What follows belongs to an exercise in optimizing a design on an open flow for small area, a short achievable clock period and few clock cycles; a production flow would make more cautious choices.
In this exercise RTL edits were held to simulation tests only and were not proved equivalent to the original.
No activity file was given, so power comes from the tool's default toggle rates.

--- flow/constraint.sdc ---
create_clock -name core_clock -period 12.0 [get_ports {clk}]
set_input_delay 2.4000 -clock core_clock [delete_from_list [all_inputs] [get_ports {clk}]]
set_output_delay 2.4000 -clock core_clock [all_outputs]
set_load 0.01 [all_outputs]
--- flow/run.sh ---
#!/bin/bash
# synth_recipe.tcl (not shown) runs the flow's synth.tcl, then flattens the netlist and writes it again
# the make line also repeats each setting of config.mk as NAME=value (left out here)
make -C /OpenROAD-flow-scripts/flow DESIGN_CONFIG=/design/flow/config.mk WORK_HOME=/design/flow/orfs CLKGATE_MAP_FILE= SYNTH_SCRIPT=/design/flow/synth_recipe.tcl finish
--- flow/config.mk ---
export PLATFORM = sky130hd
export DESIGN_NAME = riscv_top
export DESIGN_NICKNAME = riscv_top
export VERILOG_FILES = /design/flow/design.v
export SDC_FILE = /design/flow/constraint.sdc
export NUM_CORES = 4
export LEC_CHECK = 0
export CAP_MARGIN = 20
export CORE_MARGIN = 2
export CORE_UTILIZATION = 40
export SETUP_SLACK_MARGIN = 5
export SLEW_MARGIN = 20
--- flow/design.v ---
module ALU (
    input [31:0] A,
    input [31:0] B,
    input [2:0] func,
    input alt,
    output reg [31:0] Q
);
    wire sub = (alt & (func == 3'b000)) | (func[2:1] == 2'b01);
    wire [31:0] sum;
    wire co;
    fast_add #(32) add (.a(A), .b(sub ? ~B : B), .cin(sub), .s(sum), .cout(co));
    wire ltu = ~co;
    wire lt = (A[31] ^ B[31]) ? A[31] : sum[31];
    reg [31:0] a_rev, sh_rev;
    wire left = ~func[2];
    wire [31:0] sh_in = left ? a_rev : A;
    wire [32:0] sh_ext = {alt & A[31] & func[2], sh_in};
    wire [32:0] sh_out = $signed(sh_ext) >>> B[4:0];
    integer k;
    always @ (*) begin
        for (k = 0; k < 32; k = k + 1) begin
            a_rev[k] = A[31-k];
            sh_rev[k] = sh_out[31-k];
        end
    end
    always @ (*) begin
        case (func)
            3'b000 : Q = sum;
            3'b001 : Q = sh_rev;
            3'b010 : Q = {31'd0, lt};
            3'b011 : Q = {31'd0, ltu};
            3'b100 : Q = A ^ B;
            3'b101 : Q = sh_out[31:0];
            3'b110 : Q = A | B;
            default: Q = A & B;
        endcase
    end
endmodule
module registers (
    input clk,
    input we,
    input [4:0] wa,
    input [31:0] wd,
    input [4:0] ra1, ra2,
    output reg [31:0] rd1, rd2
    );
    reg [31:0] register [31:1];
    always @ (posedge clk) begin
        if (we && wa != 5'd0)
            register[wa] <= wd;
    end
    integer k;
    always @ (*) begin
        rd1 = 32'b0;
        rd2 = 32'b0;
        for (k = 1; k < 32; k = k + 1) begin
            rd1 = rd1 | (register[k] & {32{ra1 == k}});
            rd2 = rd2 | (register[k] & {32{ra2 == k}});
        end
    end
endmodule
module fast_add #(parameter W = 32, parameter L = 5) (
    input [W-1:0] a,
    input [W-1:0] b,
    input cin,
    output [W-1:0] s,
    output cout
);
    wire [W-1:0] g [0:L];
    wire [W-1:0] p [0:L];
    wire [W-1:0] x = a ^ b;
    assign g[0] = {a[W-1:1] & b[W-1:1], (a[0] & b[0]) | (x[0] & cin)};
    assign p[0] = x;
    genvar l, i;
    generate
        for (l = 0; l < L; l = l + 1) begin : lvl
            for (i = 0; i < W; i = i + 1) begin : bitpos
                if (i >= (1 << l)) begin : comb
                    assign g[l+1][i] = g[l][i] | (p[l][i] & g[l][i - (1 << l)]);
                    assign p[l+1][i] = p[l][i] & p[l][i - (1 << l)];
                end
                else begin : pass
                    assign g[l+1][i] = g[l][i];
                    assign p[l+1][i] = p[l][i];
                end
            end
        end
    endgenerate
    assign s = x ^ {g[L][W-2:0], cin};
    assign cout = g[L][W-1];
endmodule
module fast_inc #(parameter W = 30) (
    input [W-1:0] a,
    output [W-1:0] s
);
    genvar i;
    generate
        for (i = 0; i < W; i = i + 1) begin : bitpos
            if (i == 0) begin : lsb
                assign s[0] = ~a[0];
            end
            else begin : upper
                assign s[i] = a[i] ^ (&a[i-1:0]);
            end
        end
    endgenerate
endmodule
module sign_extender (
    input [31:0] instruction,
    output is_load, is_store, is_branch, is_jal, is_jalr, is_lui, is_auipc, is_opimm, is_op, is_ebreak,
    output reg [31:0] imm
    );
    wire [31:0] i = instruction;
    wire [4:0] op = i[6:2];
    assign is_load   = (op == 5'b00000);
    assign is_store  = (op == 5'b01000);
    assign is_branch = (op == 5'b11000);
    assign is_jal    = (op == 5'b11011);
    assign is_jalr   = (op == 5'b11001);
    assign is_lui    = (op == 5'b01101);
    assign is_auipc  = (op == 5'b00101);
    assign is_opimm  = (op == 5'b00100);
    assign is_op     = (op == 5'b01100);
    assign is_ebreak = (i == 32'h00100073);
    always @ (*) begin
        if (is_store)
            imm = {{20{i[31]}}, i[31:25], i[11:7]};
        else if (is_branch)
            imm = {{19{i[31]}}, i[31], i[7], i[30:25], i[11:8], 1'b0};
        else if (is_lui | is_auipc)
            imm = {i[31:12], 12'b0};
        else if (is_jal)
            imm = {{11{i[31]}}, i[31], i[19:12], i[20], i[30:21], 1'b0};
        else
            imm = {{20{i[31]}}, i[31:20]};
    end
endmodule
module load_store_unit (
    input [2:0] func,
    input [1:0] byte_offset,
    input [31:0] store_data,
    input [31:0] mem_rdata,
    output reg [31:0] mem_wdata,
    output reg [3:0] mem_wstrb,
    output reg [31:0] load_data
);
    reg [31:0] shifted;
    always @ (*) begin
        case (func[1:0])
            2'b00 : begin
                mem_wdata = {4{store_data[7:0]}};
                mem_wstrb = 4'b0001 << byte_offset;
            end
            2'b01 : begin
                mem_wdata = {2{store_data[15:0]}};
                mem_wstrb = byte_offset[1] ? 4'b1100 : 4'b0011;
            end
            default : begin
                mem_wdata = store_data;
                mem_wstrb = 4'b1111;
            end
        endcase
        shifted = mem_rdata >> {byte_offset, 3'b000};
        case (func)
            3'b000 : load_data = {{24{shifted[7]}}, shifted[7:0]};
            3'b001 : load_data = {{16{shifted[15]}}, shifted[15:0]};
            3'b100 : load_data = {24'b0, shifted[7:0]};
            3'b101 : load_data = {16'b0, shifted[15:0]};
            default: load_data = mem_rdata;
        endcase
    end
endmodule
module riscv_top (
    input clk,
    input rst_n,
    output mem_req,
    output mem_we,
    output [31:0] mem_addr,
    output [31:0] mem_wdata,
    output [3:0] mem_wstrb,
    input mem_ready,
    input [31:0] mem_rdata,
    output run_complete
    );
    reg        halted;
    reg [31:0] ex_a;         
    reg [31:0] ex_b;         
    reg [31:0] ex_t;         
    reg [29:0] npc;          
    reg [4:0]  ex_rd;
    reg [2:0]  ex_f3;
    reg        ex_alt, ex_imres, ex_link;
    reg        ex_wr, ex_ld, ex_st, ex_jump, ex_eb;
    wire [31:0] alu_q;
    ALU alu (.A(ex_a), .B(ex_b), .func(ex_f3), .alt(ex_alt), .Q(alu_q));
    wire [31:0] link = {npc, 2'b00};
    wire ex_mem = ex_ld | ex_st;
    assign run_complete = halted | ex_eb;
    wire fetching = ~halted & ~ex_mem & ~ex_eb;
    wire [31:0] fa = (ex_mem | ex_jump) ? ex_t : link;
    assign mem_req = ~run_complete;
    assign mem_we = ex_st;
    assign mem_addr = {fa[31:2], ex_mem ? fa[1:0] : 2'b00};
    wire [31:0] load_data;
    load_store_unit lsu (.func(ex_f3), .byte_offset(ex_t[1:0]), .store_data(ex_b), .mem_rdata(mem_rdata),
                         .mem_wdata(mem_wdata), .mem_wstrb(mem_wstrb), .load_data(load_data));
    wire [31:0] res_nl = ex_link ? link : ex_imres ? ex_t : alu_q;
    wire [31:0] wdata = ex_ld ? load_data : res_nl;
    wire        rf_we = ex_wr & (~ex_ld | mem_ready);
    wire [31:0] ins = mem_rdata;
    wire [4:0]  rs1 = ins[19:15], rs2 = ins[24:20];
    wire [31:0] r1, r2;
    registers rf (.clk(clk), .we(rf_we), .wa(ex_rd), .wd(wdata), .ra1(rs1), .ra2(rs2), .rd1(r1), .rd2(r2));
    wire d_load, d_store, d_branch, d_jal, d_jalr, d_lui, d_auipc, d_opimm, d_op, d_ebreak;
    wire [31:0] d_imm;
    sign_extender dec (.instruction(ins), .is_load(d_load), .is_store(d_store), .is_branch(d_branch),
                       .is_jal(d_jal), .is_jalr(d_jalr), .is_lui(d_lui), .is_auipc(d_auipc),
                       .is_opimm(d_opimm), .is_op(d_op), .is_ebreak(d_ebreak), .imm(d_imm));
    wire [31:0] a_in = (ex_wr & (rs1 == ex_rd)) ? res_nl : r1;
    wire [31:0] b_rs = (ex_wr & (rs2 == ex_rd)) ? res_nl : r2;
    wire [31:0] b_in = d_opimm ? d_imm : b_rs;
    wire d_pcrel = d_branch | d_jal | d_auipc;
    wire [31:0] t_base = d_pcrel ? {fa[31:2], 2'b00} : (a_in & {32{~d_lui}});
    wire [31:0] t_in;
    wire t_co;
    fast_add #(32) t_add (.a(t_base), .b(d_imm), .cin(1'b0), .s(t_in), .cout(t_co));
    wire br_eq = (a_in == b_rs);
    wire [31:0] br_diff;
    wire br_nb;
    fast_add #(32) br_cmp (.a(a_in), .b(~b_rs), .cin(1'b1), .s(br_diff), .cout(br_nb));
    wire br_ltu = ~br_nb;
    wire br_lt = (a_in[31] ^ b_rs[31]) ? a_in[31] : br_ltu;
    reg  br_taken;
    always @ (*) begin
        case (ins[14:12])
            3'b000 : br_taken = br_eq;
            3'b001 : br_taken = ~br_eq;
            3'b100 : br_taken = br_lt;
            3'b101 : br_taken = ~br_lt;
            3'b110 : br_taken = br_ltu;
            3'b111 : br_taken = ~br_ltu;
            default: br_taken = 1'b0;
        endcase
    end
    wire d_wr = (d_load | d_jal | d_jalr | d_lui | d_auipc | d_opimm | d_op) & (ins[11:7] != 5'd0);
    wire d_jump = d_jal | d_jalr | (d_branch & br_taken);
    wire [29:0] fa_inc;
    fast_inc #(30) npc_inc (.a(fa[31:2]), .s(fa_inc));
    wire take = fetching & mem_ready;    
    wire hold = ex_mem & ~mem_ready;     
    always @ (posedge clk or negedge rst_n) begin
        if (!rst_n) begin
            halted <= 1'b0;
            npc <= 30'd0;
            ex_wr <= 1'b0;
            ex_ld <= 1'b0;
            ex_st <= 1'b0;
            ex_jump <= 1'b0;
            ex_eb <= 1'b0;
        end
        else begin
            if (ex_eb)
                halted <= 1'b1;
            if (fetching)
                npc <= mem_ready ? fa_inc : fa[31:2];
            if (!hold) begin
                ex_wr <= take & d_wr;
                ex_ld <= take & d_load;
                ex_st <= take & d_store;
                ex_jump <= take & d_jump;
                ex_eb <= take & d_ebreak;
            end
        end
    end
    always @ (posedge clk) begin
        if (take) begin
            ex_a <= a_in;
            ex_b <= b_in;
            ex_t <= t_in;
            ex_rd <= ins[11:7];
            ex_f3 <= ins[14:12];
            ex_alt <= ins[30] & (d_op | (d_opimm & ins[14:12] == 3'b101));
            ex_imres <= d_lui | d_auipc;
            ex_link <= d_jal | d_jalr;
        end
    end
endmodule
==> results of run 1 <==
[timing repair]
| item | CTS | global route |
|---|---|---|
| resized for setup | 175 | 133 |
| setup buffers | 119 | 42 |
| hold buffers | 0 | 0 |
| endpoints found under the setup margin | 28 | 14 |
| pin swaps | 56 | 45 |
| gates cloned | 6 | 8 |
[worst paths after layout]
check / to / cells past startpoint
worst min register to register: halted$_DFFE_PN0P_ / 1
worst max register to register: ex_t[30]$_DFFE_PP_ / 22
worst min-delay path: halted$_DFFE_PN0P_ / 1
worst max-delay path: ex_t[29]$_DFFE_PP_ / 21
min in group asynchronous: ex_jump$_DFFE_PN0N_ / 2
max in group asynchronous: npc[13]$_DFFE_PN0P_ / 2
[power by group]
group	switching [mW]	total, mW	internal (mW)	leakage [nW]
Combinational	1.93	2.85	0.925	12.3
Clock	1.69	3.84	2.15	1.91
Sequential	0.209	4.97	4.76	10.5
Total	3.83	11.7	7.84	24.7
[flip-flops by register name (all words and copies together) (netlist names)]
signal / cells
ex_a: 32
ex_alt: 1
ex_b: 32
ex_eb: 1
ex_f3: 3
ex_imres: 1
ex_jump: 1
ex_ld: 1
ex_link: 1
ex_rd: 5
ex_st: 1
ex_t: 32
ex_wr: 1
halted: 1
npc: 30
rf.register: 992
[critical path: stages]
cell and delay [ns]:
dlymetal6s2s_1 0.39, buf_12 0.23, nand3b_1 0.18, buf_12 0.15, buf_4 0.13, nor2_4 0.04
buf_4 0.31, a22oi_1 0.27, nand2_1 0.08, nor4_1 0.73, nand3_2 0.39, o31a_1 0.32
a22o_1 0.27, ha_1 0.39, o21a_1 0.21, o21ai_0 0.30, o311ai_2 0.14, a21oi_2 0.23
inv_1 0.06, a31oi_1 0.25, a221oi_1 0.11
[area by class of cell]
cell class	instances	area, um^2
fillers	13200	77900
flip-flops and latches	1135	33900
multi-input cells	3449	25600
repair buffers	484	4860
clock buffers	137	3040
well taps	1944	2430
clock inverters	84	940
inverters	143	547
diodes	14	35.0
[cells in the mapped netlist, types with 19 or more instances]
cell | number | area share (%)
and3_1 | 33 | 0.34
nand2b_1 | 20 | 0.21
nand2_1 | 439 | 2.8
o22ai_1 | 19 | 0.20
o21a_1 | 23 | 0.29
nor3_1 | 89 | 0.74
edfxtp_1 | 1099 | 55
a21oi_1 | 175 | 1.5
a31oi_1 | 24 | 0.25
o21ai_0 | 240 | 2.0
o31ai_1 | 21 | 0.26
a221oi_1 | 145 | 2.1
nor4_1 | 30 | 0.31
nand3_1 | 104 | 0.87
a222oi_1 | 63 | 1.1
a22oi_1 | 621 | 7.8
mux4_2 | 40 | 1.5
buf_1 | 65 | 0.41
xnor2_1 | 86 | 1.3
nor2b_1 | 24 | 0.25
ha_1 | 161 | 3.4
a22o_1 | 160 | 2.3
dfrtp_1 | 36 | 1.5
mux2_2 | 34 | 0.64
mux2i_1 | 82 | 1.4
a21o_1 | 42 | 0.53
nand4_1 | 133 | 1.4
xor2_1 | 25 | 0.37
nor2_1 | 311 | 1.9
clkbuf_1 | 297 | 1.9
inv_1 | 135 | 0.85
a211oi_1 | 19 | 0.24
[metal layers]
| layer | part of all wire [%] | vias to the layer above | track usage [%] | routed length [um] |
|---|---|---|---|---|
| met5 | 0.11 | - | 0 | 354 |
| met4 | 11 | 18 | 33.3 | 35900 |
| met3 | 17 | 2023 | 18.3 | 54000 |
| met2 | 40 | 6434 | 58.2 | 131000 |
| met1 | 32 | 26900 | 48.0 | 105000 |
| li1 | - | 21000 | - | - |
[cells by family (layout without fill, tap and decap cells)]
logic type / Yosys count / after routing / synth area share [%]
compound gates: 1717 / 1717 / 20.9
xor+xnor: 111 / 111 / 1.62
fa+ha+maj: 163 / 163 / 3.43
buf+inv: 534 / 848 / 3.51
flops: 1135 / 1135 / 56.6
mux: 159 / 159 / 3.64
other cells: 0 / 14 / 0
simple gates: 1297 / 1299 / 10.3
==> results by group, run 1 <==
Detailed routing
  • DRC viols: 0
  • Final ANT Viol Nets: 0
  • Drt pass-1 iters: 15
  • Initial DRC count: 13200
  • WL final: 327000 um
  • Total vias in the final route: 56400
  • Routed length per instance: 44.2 um
  • Avg Vias per Cell: 7.63

Floorplan
  • Chip Height: 391 um
  • IO Pins: 106
  • Die Area: 0.153 mm^2
  • Row count: 142
  • Die W: 391 um
  • Starting Density: 40.1%
  • Core Footprint: 0.149 mm^2

GRT
  • Largest net degree at the start of global routing: 74
  • Antenna violations before repair: 16
  • Overall routing resource usage: 41.1%
  • Number of global-route vias before repair: 51500
  • Remaining global-route overflow: 0
  • First-pass GRT wire length: 432000 um

Placed design
  • HPWL Detailed: 198000 um
  • Placed inst area: 0.0643 mm^2
  • I/O Buffers: 105
  • Post-place setup slack: 2.66 ns
  • Routability cong.: 1.06
  • Inst Count DP: 6979

STA
  • WHS: 0.472 ns
  • Worst slew pin tran: 1.35 ns
  • Slew Viols, Final: 0
  • Final hold vios: 0
  • Setup violators final: 0
  • Clock Skews: 0.0482 ns
  • Post-Route Setup TNS: 0 ns
  • Min Tclk post-route: 7.08 ns
  • Final WS setup: 4.92 ns
  • Relative slew slack: 9.31%
  • F_max: 141 MHz
  • Period utilization: 59.0%
  • RSZ-0062 raised after global routing: no

Logic synthesis
  • Mean Syn Cell Area: 11.7 um^2
  • Post-synth ARST share: 3.17%
  • Post-synth EDFFs: 1099
  • Synth unique cells: 99
  • FF+latch count, synth: 1135
  • Cell count after synthesis: 5116
  • Top FF cell, synth: edfxtp_1
  • Synthesized area: 0.0599 mm^2
  • Register area share after synthesis: 56.6%
  • Syn Nets: 5314
  • Ys Warns: 6

Final layout
  • Nets: 5528
  • Share of post-route cells with drive strength above 1: 17.1%
  • Most frequent cells in the layout: edfxtp_1 (1099), a22oi_1 (617), nand2_1 (436)
  • Final Non-Filler Cells: 7390
  • Final core area utilization: 47.8%
  • Commonest non-fill, non-tap cell in the layout: edfxtp_1
  • Cell area after layout: 0.0714 mm^2
  • Area grow syn2layout: 19.1%

CTS
  • Clock sinks: 1135
  • Total CTS buffers: 117
  • Clk Latency, worst-skew pair: 0.79 ns
  • H-tree levels: 3
  • CTS root buf: clkbuf_16
  • Clock-pin slew of the registers on the worst-case setup and hold paths: 0.06 ns
  • CTS tree: built
  • CTS max path bufs: 3

Setup path
  • WS Path Type: in -> reg
  • WP data arrival: 7.61 ns
  • Reg2Reg Setup Slack: 5.05 ns
  • Critical Path Start Type: input port
  • Crit path capture type: register
  • RR Startpoint: ex_a[7]$_DFFE_PP_
  • CP max FO: 19
  • CP startpoint: mem_rdata[18]
  • CP required: 12.53 ns

Power and ir drop
  • Pleak: 24.7 nW
  • Power per cell area: 163 mW/mm^2
  • Worst VDD drop: 0.000119 V
  • Tot Pwr: 11.7 mW

Job
  • Max Cap Viol: 0

Hold path
  • Hold Path Class: reg -> reg
  • Hold wc startpoint: halted$_DFFE_PN0P_

Run status
  • Status: timing/DRC/antenna clean
Testbench counts, summed over its fixed seeds: cycles 20,570.
==> run 2: changes to the inputs <==
--- a/flow/config.mk
+++ b/flow/config.mk
@@ -10,2 +10,5 @@
 export CORE_UTILIZATION = 40
+export CTS_BUF_LIST = sky130_fd_sc_hd__clkbuf_16
+export CTS_CLUSTER_DIAMETER = 100
+export CTS_CLUSTER_SIZE = 20
 export SETUP_SLACK_MARGIN = 5
==> run 2 against run 1 <==
- sequential power is essentially flat
- largest cell class unchanged
- synthesized cell count unchanged
- count of clock-buffer cells in the layout fell by 68
- sequential cell count stayed put
- critical path type unchanged
==> results by group, run 2 <==
Logic synthesis
  • Area leader, netlist: edfxtp_1
  • Post-synth EDFFs: 1099
  • Most common cell in the netlist: edfxtp_1
  • Top FF cell, synth: edfxtp_1
  • Synthesized area: 0.0599 mm^2
  • Register area share after synthesis: 56.6%
  • Ys Warns: 6
  • FF+latch count, synth: 1135
  • Post-synth ARST share: 3.17%
  • Syn Nets: 5314
  • Mean Syn Cell Area: 11.7 um^2
  • Synth area leaders: edfxtp_1 (55%), a22oi_1 (7.8%), ha_1 (3.4%), nand2_1 (2.8%), a22o_1 (2.3%)
  • Synth cell count leaders: edfxtp_1 (1099), a22oi_1 (621), nand2_1 (439)
  • Synth unique cells: 99
  • Cell count after synthesis: 5116
  • Post-synth top area share: 55.1%

STA
  • Worst slew pin tran: 1.21 ns
  • Post-Route Setup TNS: 0 ns
  • Period utilization: 59.1%
  • Setup violators final: 0
  • Clock Skews: 0.0526 ns
  • Slew Viols, Final: 0
  • Final WS setup: 4.90 ns
  • Min Tclk post-route: 7.10 ns
  • F_max: 141 MHz
  • RSZ-0062 raised after global routing: yes
  • Relative slew slack: 17.8%
  • Final hold vios: 0

Power and ir drop
  • Flop pwr share: 48.3%
  • Power per cell area: 148 mW/mm^2
  • Worst VDD drop: 0.000104 V
  • Psw: 3.53 mW
  • Pleak: 23.8 nW
  • Tot Pwr: 10.3 mW
  • P_int: 6.76 mW
  • Gate power share: 27.8%
  • Switch share: 34.3%
  • Clock power frac: 24.0%

GRT
  • Remaining global-route overflow: 0
  • Largest net degree at the start of global routing: 74
  • First-pass GRT wire length: 429000 um
  • Overall routing resource usage: 40.8%
  • Antenna violations before repair: 22
  • Number of global-route vias before repair: 50900

Setup path
  • WP data arrival: 7.69 ns
  • RR Startpoint: ex_alt$_DFFE_PP_
  • Critical Path, Cell by Cell: clkdlybuf4s50_1 > buf_12 > or3b_4 > nor2_4 > buf_12 > buf_4 > buf_4 > a221oi_1 > nand4_1 > nor3_1 > nand2_1 > o21ai_0 > ha_1 > nand4_1 > nor2_1 > nand4_1 > nor4b_2 > xor2_1 > a31oi_1 > o211ai_1
  • R2R depth: 27
  • Critical-path top delay cell: nor3_1
  • Reg2Reg Setup Slack: 4.95 ns
  • WS Path Type: in -> reg
  • R2r endpoint: ex_jump$_DFFE_PN0N_
  • Crit path capture type: register
  • Max incr delay on CP: 0.80 ns
  • CP most frequent cell: nand4_1
  • CP required: 12.59 ns
  • CP max FO: 31
  • Critical Path Start Type: input port

Final layout
  • Share of post-route cells with drive strength above 1: 15.7%
  • Most frequent cells in the layout: edfxtp_1 (1099), a22oi_1 (618), nand2_1 (436)
  • Nets: 5486
  • Final Non-Filler Cells: 7274
  • Largest Register: rf.register
  • Area grow syn2layout: 15.9%
  • Max reg flops: 992
  • Commonest non-fill, non-tap cell in the layout: edfxtp_1
  • # fillers: 13300

Placed design
  • Post-place setup slack: 2.66 ns
  • Routability cong.: 1.06
  • I/O Buffers: 105
  • HPWL Detailed: 198000 um
  • Inst Count DP: 6979

Floorplan
  • Row count: 142
  • Die W: 391 um
  • Starting Density: 40.1%
  • Core Footprint: 0.149 mm^2
  • IO Pins: 106
  • Die Area: 0.153 mm^2
  • Chip Height: 391 um

CTS
  • CTS tree: built
  • CTS root buf: clkbuf_16
  • Post-CTS Hold Buffers: 0
  • Total CTS buffers: 68
  • Clock-pin slew of the registers on the worst-case setup and hold paths: 0.10 ns
  • CTS max path bufs: 3
  • H-tree levels: 3
  • Clk Latency, worst-skew pair: 0.74 ns
  • Clock sinks: 1135

Detailed routing
  • WL final: 326000 um
  • Routed length per instance: 44.9 um
  • Drt pass-1 iters: 15
  • Final ANT Viol Nets: 0
  • Total vias in the final route: 56200
  • Avg Vias per Cell: 7.73
  • DRC viols: 0
  • Initial DRC count: 13100

Hold path
  • Hold EP: halted$_DFFE_PN0P_
  • Hold wc startpoint: halted$_DFFE_PN0P_
  • Worst Hold Depth: 1
  • Hold Path Class: reg -> reg

Run status
  • Status: timing/DRC/antenna clean

Job
  • Max Cap Viol: 0
run 2: cell type report:
class                      count  area [um^2]  area share (%)
antenna                       16         40.0          0.0576
sequential                  1135        33900            48.8
clock buffer                  69         1730            2.49
multi-input combinational   3449        25700            37.0
tap                         1944         2430            3.50
clock inverter                27          194           0.279
timing repair buffer         491         4930            7.10
inverter                     143          547           0.787
run 2: worst max-delay path by stage:
| stage | slack, ns | startpoint | to | cells after the start |
|---|---|---|---|---|
| 2_1_floorplan | 4.99 | mem_rdata[16] | ex_t[31]$_DFFE_PP_ | 23 |
| 3_3_place_gp | 2.76 | mem_rdata[19] | ex_t[30]$_DFFE_PP_ | 27 |
| 3_5_place_dp | 2.66 | mem_rdata[19] | ex_t[30]$_DFFE_PP_ | 27 |
| 4_1_cts | 4.99 | ex_alt$_DFFE_PP_ | ex_t[30]$_DFFE_PP_ | 33 |
| 5_1_grt | 4.90 | mem_rdata[24] | ex_jump$_DFFE_PN0N_ | 25 |
| 6_report | 4.90 | mem_rdata[24] | ex_jump$_DFFE_PN0N_ | 20 |
run 2: cells by family after synthesis:
family                     synth area share, %
buffers and inverters                     3.51
muxes                                     3.64
DFF                                       56.6
xor gates and xnor gates                  1.62
and+or+nand+nor                           10.3
AOI/OAI and AO/OA                         20.9
adders and majority gates                 3.43
run 2: what timing repair did:
item                                    CTS  global route
endpoints found under the setup margin   28            17
pin swaps                                58            55
gates resized for setup                 197           146
cloned                                    6             9
buffers inserted                        114            53
run 2: critical path, delay by kind of cell:
kind / cells / cell delay (ns)
adder cells (fa/ha/maj): 1 / 0.26
AO/OA/AOI/OAI: 4 / 0.94
buffers and inverters: 5 / 1.41
AND/OR/NAND/NOR: 9 / 2.44
XOR/XNOR: 1 / 0.16
run 2: through the flow:
step | instance area [um^2] | utilization (%) | hold WS, ns
floorplan | 59900 | - | 0.431
global placement | 64300 | 43.1 | 0.444
detailed placement | 64300 | 43.1 | 0.445
CTS | 68200 | 45.7 | 0.475
global route | 69400 | 46.5 | 0.520
finish | 69500 | 46.5 | 0.476
run 2: per-layer routing:
layer  part of all wire [%]  track usage [%]
met5                   0.16            0.797
met4                     11             32.3
met3                     17             17.9
met2                     40             58.0
met1                     32             47.9
run 2: power groups by stage:
| stage | Clock (mW) | Combinational (mW) | Sequential [mW] |
|---|---|---|---|
| finish | 2.46 | 2.86 | 4.96 |
| global route | 2.59 | 2.95 | 4.96 |
| CTS | 2.44 | 2.64 | 4.95 |
| detailed placement | 0 | 2.54 | 5.04 |
| global placement | 0 | 2.53 | 5.03 |
| floorplan | 0 | 1.44 | 4.93 |
==> run 3: changes to the inputs <==
--- a/flow/design.v
+++ b/flow/design.v
@@ -5,10 +5,10 @@
     input alt,
+    input sub,               
     output reg [31:0] Q
 );
-    wire sub = (alt & (func == 3'b000)) | (func[2:1] == 2'b01);
     wire [31:0] sum;
     wire co;
-    fast_add #(32) add (.a(A), .b(sub ? ~B : B), .cin(sub), .s(sum), .cout(co));
+    fast_add #(32) add (.a(A), .b(B), .cin(sub), .s(sum), .cout(co));
     wire ltu = ~co;
-    wire lt = (A[31] ^ B[31]) ? A[31] : sum[31];
+    wire lt = (A[31] ^ ~B[31]) ? A[31] : sum[31];
     reg [31:0] a_rev, sh_rev;
@@ -185,13 +185,11 @@
     reg        halted;
+    reg [31:0] addr;         
     reg [31:0] ex_a;         
     reg [31:0] ex_b;         
-    reg [31:0] ex_t;         
-    reg [29:0] npc;          
     reg [4:0]  ex_rd;
     reg [2:0]  ex_f3;
-    reg        ex_alt, ex_imres, ex_link;
-    reg        ex_wr, ex_ld, ex_st, ex_jump, ex_eb;
+    reg        ex_alt, ex_sub;
+    reg        ex_wr, ex_ld, ex_st, ex_eb;
     wire [31:0] alu_q;
-    ALU alu (.A(ex_a), .B(ex_b), .func(ex_f3), .alt(ex_alt), .Q(alu_q));
-    wire [31:0] link = {npc, 2'b00};
+    ALU alu (.A(ex_a), .B(ex_b), .func(ex_f3), .alt(ex_alt), .sub(ex_sub), .Q(alu_q));
     wire ex_mem = ex_ld | ex_st;
@@ -199,11 +197,9 @@
     wire fetching = ~halted & ~ex_mem & ~ex_eb;
-    wire [31:0] fa = (ex_mem | ex_jump) ? ex_t : link;
     assign mem_req = ~run_complete;
     assign mem_we = ex_st;
-    assign mem_addr = {fa[31:2], ex_mem ? fa[1:0] : 2'b00};
+    assign mem_addr = addr;
     wire [31:0] load_data;
-    load_store_unit lsu (.func(ex_f3), .byte_offset(ex_t[1:0]), .store_data(ex_b), .mem_rdata(mem_rdata),
+    load_store_unit lsu (.func(ex_f3), .byte_offset(addr[1:0]), .store_data(ex_b), .mem_rdata(mem_rdata),
                          .mem_wdata(mem_wdata), .mem_wstrb(mem_wstrb), .load_data(load_data));
-    wire [31:0] res_nl = ex_link ? link : ex_imres ? ex_t : alu_q;
-    wire [31:0] wdata = ex_ld ? load_data : res_nl;
+    wire [31:0] wdata = ex_ld ? load_data : alu_q;
     wire        rf_we = ex_wr & (~ex_ld | mem_ready);
@@ -218,16 +214,18 @@
                        .is_opimm(d_opimm), .is_op(d_op), .is_ebreak(d_ebreak), .imm(d_imm));
-    wire [31:0] a_in = (ex_wr & (rs1 == ex_rd)) ? res_nl : r1;
-    wire [31:0] b_rs = (ex_wr & (rs2 == ex_rd)) ? res_nl : r2;
-    wire [31:0] b_in = d_opimm ? d_imm : b_rs;
+    wire [31:0] a_rs = (ex_wr & (rs1 == ex_rd)) ? alu_q : r1;
+    wire [31:0] b_rs = (ex_wr & (rs2 == ex_rd)) ? alu_q : r2;
+    wire [29:0] pc_inc;
+    fast_inc #(30) pc_add4 (.a(addr[31:2]), .s(pc_inc));
+    wire [31:0] pc4 = {pc_inc, 2'b00};
     wire d_pcrel = d_branch | d_jal | d_auipc;
-    wire [31:0] t_base = d_pcrel ? {fa[31:2], 2'b00} : (a_in & {32{~d_lui}});
-    wire [31:0] t_in;
+    wire [31:0] t_base = d_pcrel ? addr : a_rs;
+    wire [31:0] t_sum;
     wire t_co;
-    fast_add #(32) t_add (.a(t_base), .b(d_imm), .cin(1'b0), .s(t_in), .cout(t_co));
-    wire br_eq = (a_in == b_rs);
+    fast_add #(32) t_add (.a(t_base), .b(d_imm), .cin(1'b0), .s(t_sum), .cout(t_co));
+    wire br_eq = (a_rs == b_rs);
     wire [31:0] br_diff;
     wire br_nb;
-    fast_add #(32) br_cmp (.a(a_in), .b(~b_rs), .cin(1'b1), .s(br_diff), .cout(br_nb));
+    fast_add #(32) br_cmp (.a(a_rs), .b(~b_rs), .cin(1'b1), .s(br_diff), .cout(br_nb));
     wire br_ltu = ~br_nb;
-    wire br_lt = (a_in[31] ^ b_rs[31]) ? a_in[31] : br_ltu;
+    wire br_lt = (a_rs[31] ^ b_rs[31]) ? a_rs[31] : br_ltu;
     reg  br_taken;
@@ -244,7 +242,14 @@
     end
+    wire d_mem = d_load | d_store;
+    wire d_jump = d_jal | d_jalr;
+    wire d_next_sum = d_mem | d_jump | (d_branch & br_taken);
+    wire [31:0] next_addr = d_next_sum ? {t_sum[31:1], t_sum[0] & ~d_jalr} : pc4;
+    wire [31:0] a_in = (d_mem | d_jump) ? pc4 : d_lui ? 32'd0 : d_auipc ? addr : a_rs;
+    wire        d_alu = d_op | d_opimm;
+    wire        d_sub = (d_op & ins[14:12] == 3'b000 & ins[30]) | (d_alu & ins[14:13] == 2'b01);
+    wire [31:0] b_val = (d_opimm | d_lui | d_auipc) ? d_imm : d_jump ? 32'd0 : b_rs;
+    wire [31:0] b_in = b_val ^ {32{d_sub}};
     wire d_wr = (d_load | d_jal | d_jalr | d_lui | d_auipc | d_opimm | d_op) & (ins[11:7] != 5'd0);
-    wire d_jump = d_jal | d_jalr | (d_branch & br_taken);
-    wire [29:0] fa_inc;
-    fast_inc #(30) npc_inc (.a(fa[31:2]), .s(fa_inc));
     wire take = fetching & mem_ready;    
+    wire done = ex_mem & mem_ready;      
     wire hold = ex_mem & ~mem_ready;     
@@ -253,3 +258,3 @@
             halted <= 1'b0;
-            npc <= 30'd0;
+            addr <= 32'd0;
             ex_wr <= 1'b0;
@@ -257,3 +262,2 @@
             ex_st <= 1'b0;
-            ex_jump <= 1'b0;
             ex_eb <= 1'b0;
@@ -263,4 +267,6 @@
                 halted <= 1'b1;
-            if (fetching)
-                npc <= mem_ready ? fa_inc : fa[31:2];
+            if (take)
+                addr <= next_addr;
+            else if (done)
+                addr <= ex_a;
             if (!hold) begin
@@ -269,3 +275,2 @@
                 ex_st <= take & d_store;
-                ex_jump <= take & d_jump;
                 ex_eb <= take & d_ebreak;
@@ -278,10 +283,8 @@
             ex_b <= b_in;
-            ex_t <= t_in;
             ex_rd <= ins[11:7];
-            ex_f3 <= ins[14:12];
+            ex_f3 <= (d_alu | d_mem) ? ins[14:12] : 3'b000;
             ex_alt <= ins[30] & (d_op | (d_opimm & ins[14:12] == 3'b101));
-            ex_imres <= d_lui | d_auipc;
-            ex_link <= d_jal | d_jalr;
-        end
-    end
-endmodule
+            ex_sub <= d_sub;
+        end
+    end
+endmodule
--- a/flow/config.mk
+++ b/flow/config.mk
@@ -10,5 +10,2 @@
 export CORE_UTILIZATION = 40
-export CTS_BUF_LIST = sky130_fd_sc_hd__clkbuf_16
-export CTS_CLUSTER_DIAMETER = 100
-export CTS_CLUSTER_SIZE = 20
 export SETUP_SLACK_MARGIN = 5
==> run 3 against run 2 <==
- utilization is 2.7 points higher
- register-to-register slack improved by 0.15 ns
- hold slack got worse by 0.015 ns
- global-route usage decreased by 0.17 points
- sequential cell count fell by 32
- die area down 1.8%
- critical endpoint is now addr[27]$_DFFE_PN0P_
- largest cell class unchanged
- still clean on timing, DRC and antenna
- clock power rose by 49%
- critical path depth up 2
- largest power group unchanged
- non-clock buffer count up 105
- sequential power down 4.2%
- sequential share of layout area shrank 3.0 points
==> results by group, run 3 <==
Run status
  • Status: timing/DRC/antenna clean

Floorplan
  • Core Footprint: 0.146 mm^2
  • Chip Height: 388 um
  • Die W: 388 um
  • Die Area: 0.150 mm^2
  • IO Pins: 106
  • Row count: 140
  • Starting Density: 40.3%

CTS
  • CTS tree: built
  • Post-CTS Hold Buffers: 0
  • Clock-pin slew of the registers on the worst-case setup and hold paths: 0.06 ns
  • Total CTS buffers: 114
  • H-tree levels: 3
  • CTS max path bufs: 3
  • Clk Latency, worst-skew pair: 0.80 ns
  • Clock sinks: 1103
  • CTS root buf: clkbuf_16

Logic synthesis
  • FF+latch count, synth: 1103
  • Synthesized area: 0.0588 mm^2
  • Register area share after synthesis: 56.0%
  • Mean Syn Cell Area: 11.5 um^2
  • Post-synth top area share: 54.4%
  • Synth area leaders: edfxtp_1 (54%), a22oi_1 (11%), nand2_1 (3.1%), ha_1 (2.8%), mux4_2 (2.0%)
  • Area leader, netlist: edfxtp_1
  • Most common cell in the netlist: edfxtp_1
  • Synth unique cells: 103
  • Post-synth EDFFs: 1066
  • Synth cell count leaders: edfxtp_1 (1066), a22oi_1 (827), nand2_1 (489)
  • Post-synth ARST share: 3.35%
  • Top FF cell, synth: edfxtp_1
  • Cell count after synthesis: 5128
  • Ys Warns: 6
  • Syn Nets: 5299

Final layout
  • Nets: 5630
  • Most frequent cells in the layout: edfxtp_1 (1066), a22oi_1 (820), nand2_1 (478)
  • Largest Register: rf.register
  • Max reg flops: 992
  • Cell area after layout: 0.0718 mm^2
  • Final core area utilization: 49.2%
  • Area grow syn2layout: 22.1%
  • Commonest non-fill, non-tap cell in the layout: edfxtp_1
  • Share of post-route cells with drive strength above 1: 20.6%

Detailed routing
  • Initial DRC count: 14300
  • WL final: 318000 um
  • Total vias in the final route: 57200
  • Avg Vias per Cell: 7.65
  • DRC viols: 0
  • Routed length per instance: 42.5 um
  • Final ANT Viol Nets: 0
  • Drt pass-1 iters: 14

STA
  • Final WS setup: 4.97 ns
  • Final hold vios: 0
  • Worst slew pin tran: 1.29 ns
  • F_max: 142 MHz
  • Min Tclk post-route: 7.03 ns
  • Post-Route Setup TNS: 0 ns
  • Period utilization: 58.6%
  • Relative slew slack: 12.9%
  • Slew Viols, Final: 0
  • Clock Skews: 0.0845 ns
  • RSZ-0062 raised after global routing: yes
  • Setup violators final: 0

Placed design
  • Routability cong.: 1.07
  • Placed inst area: 0.0632 mm^2
  • Post-place setup slack: 2.34 ns
  • I/O Buffers: 105
  • HPWL Detailed: 184000 um

Setup path
  • Critical-path top delay cell: or3b_2
  • CP max FO: 23
  • Max incr delay on CP: 0.63 ns
  • CP Buf/Inv Count: 4
  • Critical path's top delay family: compound AO/OA/AOI/OAI gates
  • Critical Path, Cell by Cell: clkdlybuf4s15_2 > or3b_2 > nor2_4 > clkbuf_8 > a22oi_1 > and4_1 > nand4_1 > nor4_1 > nand2_2 > o21ai_0 > ha_1 > a211oi_1 > o21ai_1 > a221o_1 > a31oi_2 > o2111ai_2 > o211ai_4 > buf_6 > a21oi_4 > buf_6 > a31oi_2 > o311ai_2
  • CP required: 12.62 ns
  • WP data arrival: 7.65 ns
  • Critical Path Start Type: input port
  • WS Path Type: in -> reg
  • Crit path capture type: register

GRT
  • Largest net degree at the start of global routing: 64
  • Remaining global-route overflow: 0
  • Overall routing resource usage: 40.7%
  • First-pass GRT wire length: 427000 um
  • Antenna violations before repair: 9
  • Number of global-route vias before repair: 52300

Power and ir drop
  • P_int: 7.62 mW
  • Power per cell area: 156 mW/mm^2
  • Gate power share: 24.9%
  • Pleak: 25.3 nW
  • Flop pwr share: 42.4%
  • Switch share: 32.0%
  • Clock power frac: 32.7%
  • Worst VDD drop: 0.000180 V
  • Tot Pwr: 11.2 mW
  • Psw: 3.58 mW

Hold path
  • Hold Path Class: reg -> reg

Job
  • Max Cap Viol: 0
## run 3: cell types whose count changed after synthesis, sizes merged, moves of 41 or more
cell,before,now
a22oi,622,827
a22o,160,39
a221oi,147,48
nand2,439,489
xnor2,86,37
nand3,104,148
nor2,311,270
## run 3: cell type report
| class | instances | area (um^2) |
|---|---|---|
| inverters | 143 | 559 |
| repair buffers | 596 | 5840 |
| clock inverters | 80 | 840 |
| flip-flops and latches | 1103 | 32900 |
| fillers | 12700 | 74100 |
| multi-input cells | 3501 | 26300 |
| clock buffers | 126 | 2950 |
| well taps | 1917 | 2400 |
| diodes | 12 | 30.0 |
## run 3: path summary, 6_finish.rpt
kind                       slack (ns)          startpoint                    to  cells past startpoint
max in group asynchronous        9.77               rst_n     ex_ld$_DFFE_PN0N_                      2
max                              4.97       mem_rdata[22]  addr[27]$_DFFE_PN0P_                     22
min                              0.46  halted$_DFFE_PN0P_    halted$_DFFE_PN0P_                      1
max reg2reg                      5.10   ex_b[0]$_DFFE_PP_  addr[28]$_DFFE_PN0P_                     22
min reg2reg                      0.46  halted$_DFFE_PN0P_    halted$_DFFE_PN0P_                      1
min in group asynchronous        1.73               rst_n   addr[4]$_DFFE_PN0P_                      2
## run 3: worst reg2reg max path, cell delays in order (launching register included)
cell      delay (ns)
edfxtp_1        0.40
buf_12          0.13
buf_4           0.25
mux4_1          0.70
mux4_2          0.57
mux2i_2         0.42
mux2i_1         0.25
a221oi_1        0.44
o221a_1         0.24
o311ai_1        0.29
o21ai_4         0.48
inv_1           0.10
ha_1            0.31
nand4_1         0.20
nor4_2          0.40
nand2_1         0.15
xnor2_2         0.25
o41ai_4         0.11
buf_6           0.18
or2_2           0.32
a21oi_4         0.24
a22oi_1         0.11
o221a_2         0.28
## run 3: metal layers
metal / wire length [um] / vias to the layer above / global-route usage, %
li1: - / 21100 / -
met4: 35300 / 22 / 32.0
met5: 633 / - / 0.925
met1: 102000 / 27000 / 48.6
met3: 57200 / 2251 / 19.3
met2: 123000 / 6710 / 55.7
## run 3: stage by stage
stage	cells	hold slack, ns
3_3_place_gp	6965	0.445
6_report	7478	0.462
5_1_grt	7466	0.497
4_1_cts	7409	0.467
2_1_floorplan	5128	0.431
3_5_place_dp	6970	0.451
## run 3: timing repair
action                                  4_1_cts  5_1_grt
pin swaps                                    95       81
endpoints found under the setup margin       32       32
gates cloned                                 21        2
setup buffers                               212       54
gates resized for setup                     299      188
hold endpoints to repair                      0        0
## run 3: power groups by stage
stage	Sequential, mW	Combinational [mW]	Clock (mW)
after CTS	4.75	2.51	3.64
after global routing	4.75	2.87	3.80
final	4.75	2.79	3.66
after global placement	4.83	2.26	0
after floorplan	4.76	1.36	0
after detailed placement	4.83	2.29	0
## run 3: cell families (layout without fill, tap and decap cells)
family | after synthesis | in the layout | synth area share [%]
muxes | 184 | 184 | 4.41
DFF | 1103 | 1103 | 56.0
xor gates and xnor gates | 95 | 95 | 1.41
AOI/OAI and AO/OA | 1742 | 1745 | 20.9
buffers and inverters | 534 | 945 | 3.61
other | 0 | 12 | 0
adders and majority gates | 136 | 136 | 2.94
and+or+nand+nor | 1334 | 1341 | 10.7
Testbench counts of run 3, summed over its fixed seeds: cycles 20,570.
==> run 4: changes to the inputs <==
--- a/flow/config.mk
+++ b/flow/config.mk
@@ -10,2 +10,5 @@
 export CORE_UTILIZATION = 40
+export CTS_BUF_LIST = sky130_fd_sc_hd__clkbuf_16
+export CTS_CLUSTER_DIAMETER = 100
+export CTS_CLUSTER_SIZE = 20
 export SETUP_SLACK_MARGIN = 5
==> run 4 against run 3 <==
- register-to-register slack lost 0.02 ns
- synthesized cell count is the same
- critical path depth shrank 1
- global-route usage shrank 0.11 points
- highest routed layer unchanged
- largest power group unchanged
- still clean
- fmax shrank 1.6%
- wire length grew 0.16%
- die area is the same
- sequential cell count is the same
- final area shrank 2.5%
==> results by group, run 4 <==
Logic synthesis
  • Synthesized area: 0.0588 mm^2
  • Most common cell in the netlist: edfxtp_1
  • Synth cell count leaders: edfxtp_1 (1066), a22oi_1 (827), nand2_1 (489)
  • Area leader, netlist: edfxtp_1
  • Synth area leaders: edfxtp_1 (54%), a22oi_1 (11%), nand2_1 (3.1%), ha_1 (2.8%), mux4_2 (2.0%)
  • Register area share after synthesis: 56.0%
  • Mean Syn Cell Area: 11.5 um^2
  • Post-synth ARST share: 3.35%
  • Ys Warns: 6
  • Post-synth top area share: 54.4%
  • FF+latch count, synth: 1103
  • Cell count after synthesis: 5128
  • Syn Nets: 5299
  • Post-synth EDFFs: 1066
  • Synth unique cells: 103
  • Top FF cell, synth: edfxtp_1

Setup path
  • R2r endpoint: addr[20]$_DFFE_PN0P_
  • WS Path Type: in -> reg
  • CP most frequent cell: o21ai_1
  • R2R depth: 30
  • Setup crit end: addr[20]$_DFFE_PN0P_
  • Critical-path top delay cell: or3b_2
  • WP data arrival: 7.76 ns
  • CP max FO: 23
  • Critical Path, Cell by Cell: clkdlybuf4s15_2 > or3b_2 > nor2_4 > buf_6 > a22oi_1 > and4_1 > nand4_1 > nor4_2 > nand2_2 > o21ai_1 > ha_1 > a211oi_1 > o21ai_1 > a221o_1 > a31oi_2 > o2111ai_2 > o211ai_4 > buf_4 > a21o_2 > mux2i_1 > o21ai_1
  • CP required: 12.61 ns
  • Max incr delay on CP: 0.63 ns
  • Reg2Reg Setup Slack: 5.08 ns
  • CP startpoint: mem_rdata[22]
  • Critical Path Start Type: input port
  • RR Startpoint: ex_b[1]$_DFFE_PP_
  • Crit path capture type: register

Detailed routing
  • Total vias in the final route: 56700
  • Avg Vias per Cell: 7.71
  • WL final: 318000 um
  • DRC viols: 0
  • Final ANT Viol Nets: 0
  • Routed length per instance: 43.3 um
  • Initial DRC count: 13900
  • Drt pass-1 iters: 13

STA
  • RSZ-0062 raised after global routing: yes
  • Relative slew slack: 18.4%
  • F_max: 140 MHz
  • Setup violators final: 0
  • Worst slew pin tran: 1.22 ns
  • Post-Route Setup TNS: 0 ns
  • Period utilization: 59.6%
  • Min Tclk post-route: 7.15 ns
  • Final hold vios: 0
  • Clock Skews: 0.0667 ns
  • Slew Viols, Final: 0

Floorplan
  • Die Area: 0.150 mm^2
  • Starting Density: 40.3%
  • Die W: 388 um
  • Row count: 140
  • IO Pins: 106
  • Core Footprint: 0.146 mm^2
  • Chip Height: 388 um

Final layout
  • Share of post-route cells with drive strength above 1: 19.5%
  • Nets: 5584
  • Register area: 0.0329 mm^2
  • Largest Register: rf.register
  • Cell area after layout: 0.0700 mm^2
  • # fillers: 12900
  • Multi-input logic area: 0.0263 mm^2
  • Area grow syn2layout: 19.1%
  • Max reg flops: 992
  • Most frequent cells in the layout: edfxtp_1 (1066), a22oi_1 (822), nand2_1 (476)
  • Commonest non-fill, non-tap cell in the layout: edfxtp_1

Power and ir drop
  • Pleak: 24.4 nW
  • P_int: 6.63 mW
  • Worst VDD drop: 0.000110 V
  • Clock power frac: 24.3%
  • Switch share: 33.5%
  • Flop pwr share: 47.6%
  • Tot Pwr: 9.98 mW
  • Psw: 3.35 mW
  • Gate power share: 28.1%
  • Power per cell area: 142 mW/mm^2

Placed design
  • I/O Buffers: 105
  • Placed inst area: 0.0632 mm^2
  • HPWL Detailed: 184000 um
  • Routability cong.: 1.07

Hold path
  • Hold Path Class: reg -> reg
  • Hold wc startpoint: ex_eb$_DFFE_PN0N_

GRT
  • Overall routing resource usage: 40.5%
  • First-pass GRT wire length: 425000 um
  • Antenna violations before repair: 15
  • Largest net degree at the start of global routing: 64
  • Remaining global-route overflow: 0
  • Number of global-route vias before repair: 51900

CTS
  • CTS tree: built
  • Clock sinks: 1103
  • Total CTS buffers: 67
  • CTS root buf: clkbuf_16
  • Clk Latency, worst-skew pair: 0.75 ns
  • CTS max path bufs: 3
  • Clock-pin slew of the registers on the worst-case setup and hold paths: 0.08 ns
  • H-tree levels: 3

Job
  • Max Cap Viol: 0

Run status
  • Status: timing/DRC/antenna clean
[run 4: cell counts after synthesis]
No cell type changed its count.
[run 4: power by group through the flow]
| stage | clock (mW) | combinational [mW] | sequential (mW) |
|---|---|---|---|
| after floorplan | 0 | 1.36 | 4.76 |
| after global placement | 0 | 2.26 | 4.83 |
| after detailed placement | 0 | 2.29 | 4.83 |
| after CTS | 2.39 | 2.54 | 4.74 |
| after global routing | 2.53 | 2.88 | 4.75 |
| final | 2.42 | 2.81 | 4.75 |
[run 4: worst max-delay path: cells and delay by family]
family	cells	cell delay, ns
adder cells (fa/ha/maj)	1	0.26
buffers and inverters	3	1.11
AND/OR/NAND/NOR	6	1.40
multiplexers	1	0.23
AO/OA/AOI/OAI	10	2.29
[run 4: cells by family (layout without fill, tap and decap cells)]
family	after synthesis	in the layout	synth area share [%]
other	0	8	0
muxes	184	184	4.41
adders and majority gates	136	136	2.94
buffers and inverters	534	825	3.61
DFF	1103	1103	56.0
and+or+nand+nor	1334	1340	10.7
AOI/OAI and AO/OA	1742	1746	20.9
xor gates and xnor gates	95	95	1.41
[run 4: worst min path at each step]
| stage | end | cells past startpoint |
|---|---|---|
| global route | halted$_DFFE_PN0P_ | 1 |
| global placement | halted$_DFFE_PN0P_ | 1 |
| finish | halted$_DFFE_PN0P_ | 1 |
| detailed placement | halted$_DFFE_PN0P_ | 1 |
| CTS | halted$_DFFE_PN0P_ | 1 |
| floorplan | halted$_DFFE_PN0P_ | 1 |
[run 4: timing repair]
| item | in CTS | in global routing |
|---|---|---|
| setup endpoints to repair | 32 | 32 |
| pin swaps | 96 | 80 |
| buffers inserted | 220 | 47 |
| resized for setup | 312 | 171 |
| gates cloned | 21 | 2 |
| hold buffers | 0 | 0 |
[run 4: metrics by stage]
| step | hold slack [ns] | setup WS, ns | util (%) | std cells |
|---|---|---|---|---|
| 2_1_floorplan | 0.431 | 5.00 | - | 5128 |
| 3_3_place_gp | 0.445 | 2.35 | 43.3 | 6965 |
| 3_5_place_dp | 0.451 | 2.34 | 43.3 | 6970 |
| 4_1_cts | 0.470 | 5.00 | 47.2 | 7296 |
| 5_1_grt | 0.493 | 4.86 | 48.0 | 7347 |
| 6_report | 0.463 | 4.85 | 48.0 | 7354 |
[run 4: cell type report]
cell class,count,area share (%)
clock inverter,17,0.280
multi-input combinational,3501,37.6
inverter,143,0.793
tap,1917,3.42
clock buffer,68,2.43
sequential,1103,47.0
timing repair buffer,597,8.47
antenna,8,0.0286
[run 4: per-layer routing]
layer  routed length (um)  track usage [%]  vias to the layer above
met1               101000             48.5                    26800
met3                57900             18.9                     2184
met5                  792             2.78                        -
met4                34500             31.1                       34
li1                     -                -                    21000
met2               124000             56.0                     6725

re-timing with driven ports:
The results above use ideal ports. As a check the final layouts listed here were re-extracted and re-timed, cells and wires unchanged. Step 1, drivers: a clkbuf_16 drives clk and a buf_2 each remaining input, both assumed. Step 2, shift: input delay + t, output delay - t, t = (earliest + latest rising clock arrival at the registers) / 2. This alone moves slack from input paths to output paths. Three values: ideal, step 1, step 2; two values: the first two.
run	t (ns)	setup slack, ns	latest minus earliest clock arrival (ns)	worst register clock-pin slew, ns	worst data-port slew with drivers (ns)
run 1	0.847	4.921 / 4.976 / 4.129	0.049 / 0.048	0.07 / 0.07	0.15
run 2	0.792	4.903 / 4.952 / 4.168	0.053 / 0.052	0.10 / 0.10	0.15
run 3	0.838	4.967 / 5.013 / 4.175	0.088 / 0.088	0.07 / 0.07	0.07
run 4	0.809	4.851 / 4.907 / 4.098	0.067 / 0.067	0.10 / 0.10	0.07
After both steps setup and hold are still met in every run listed.
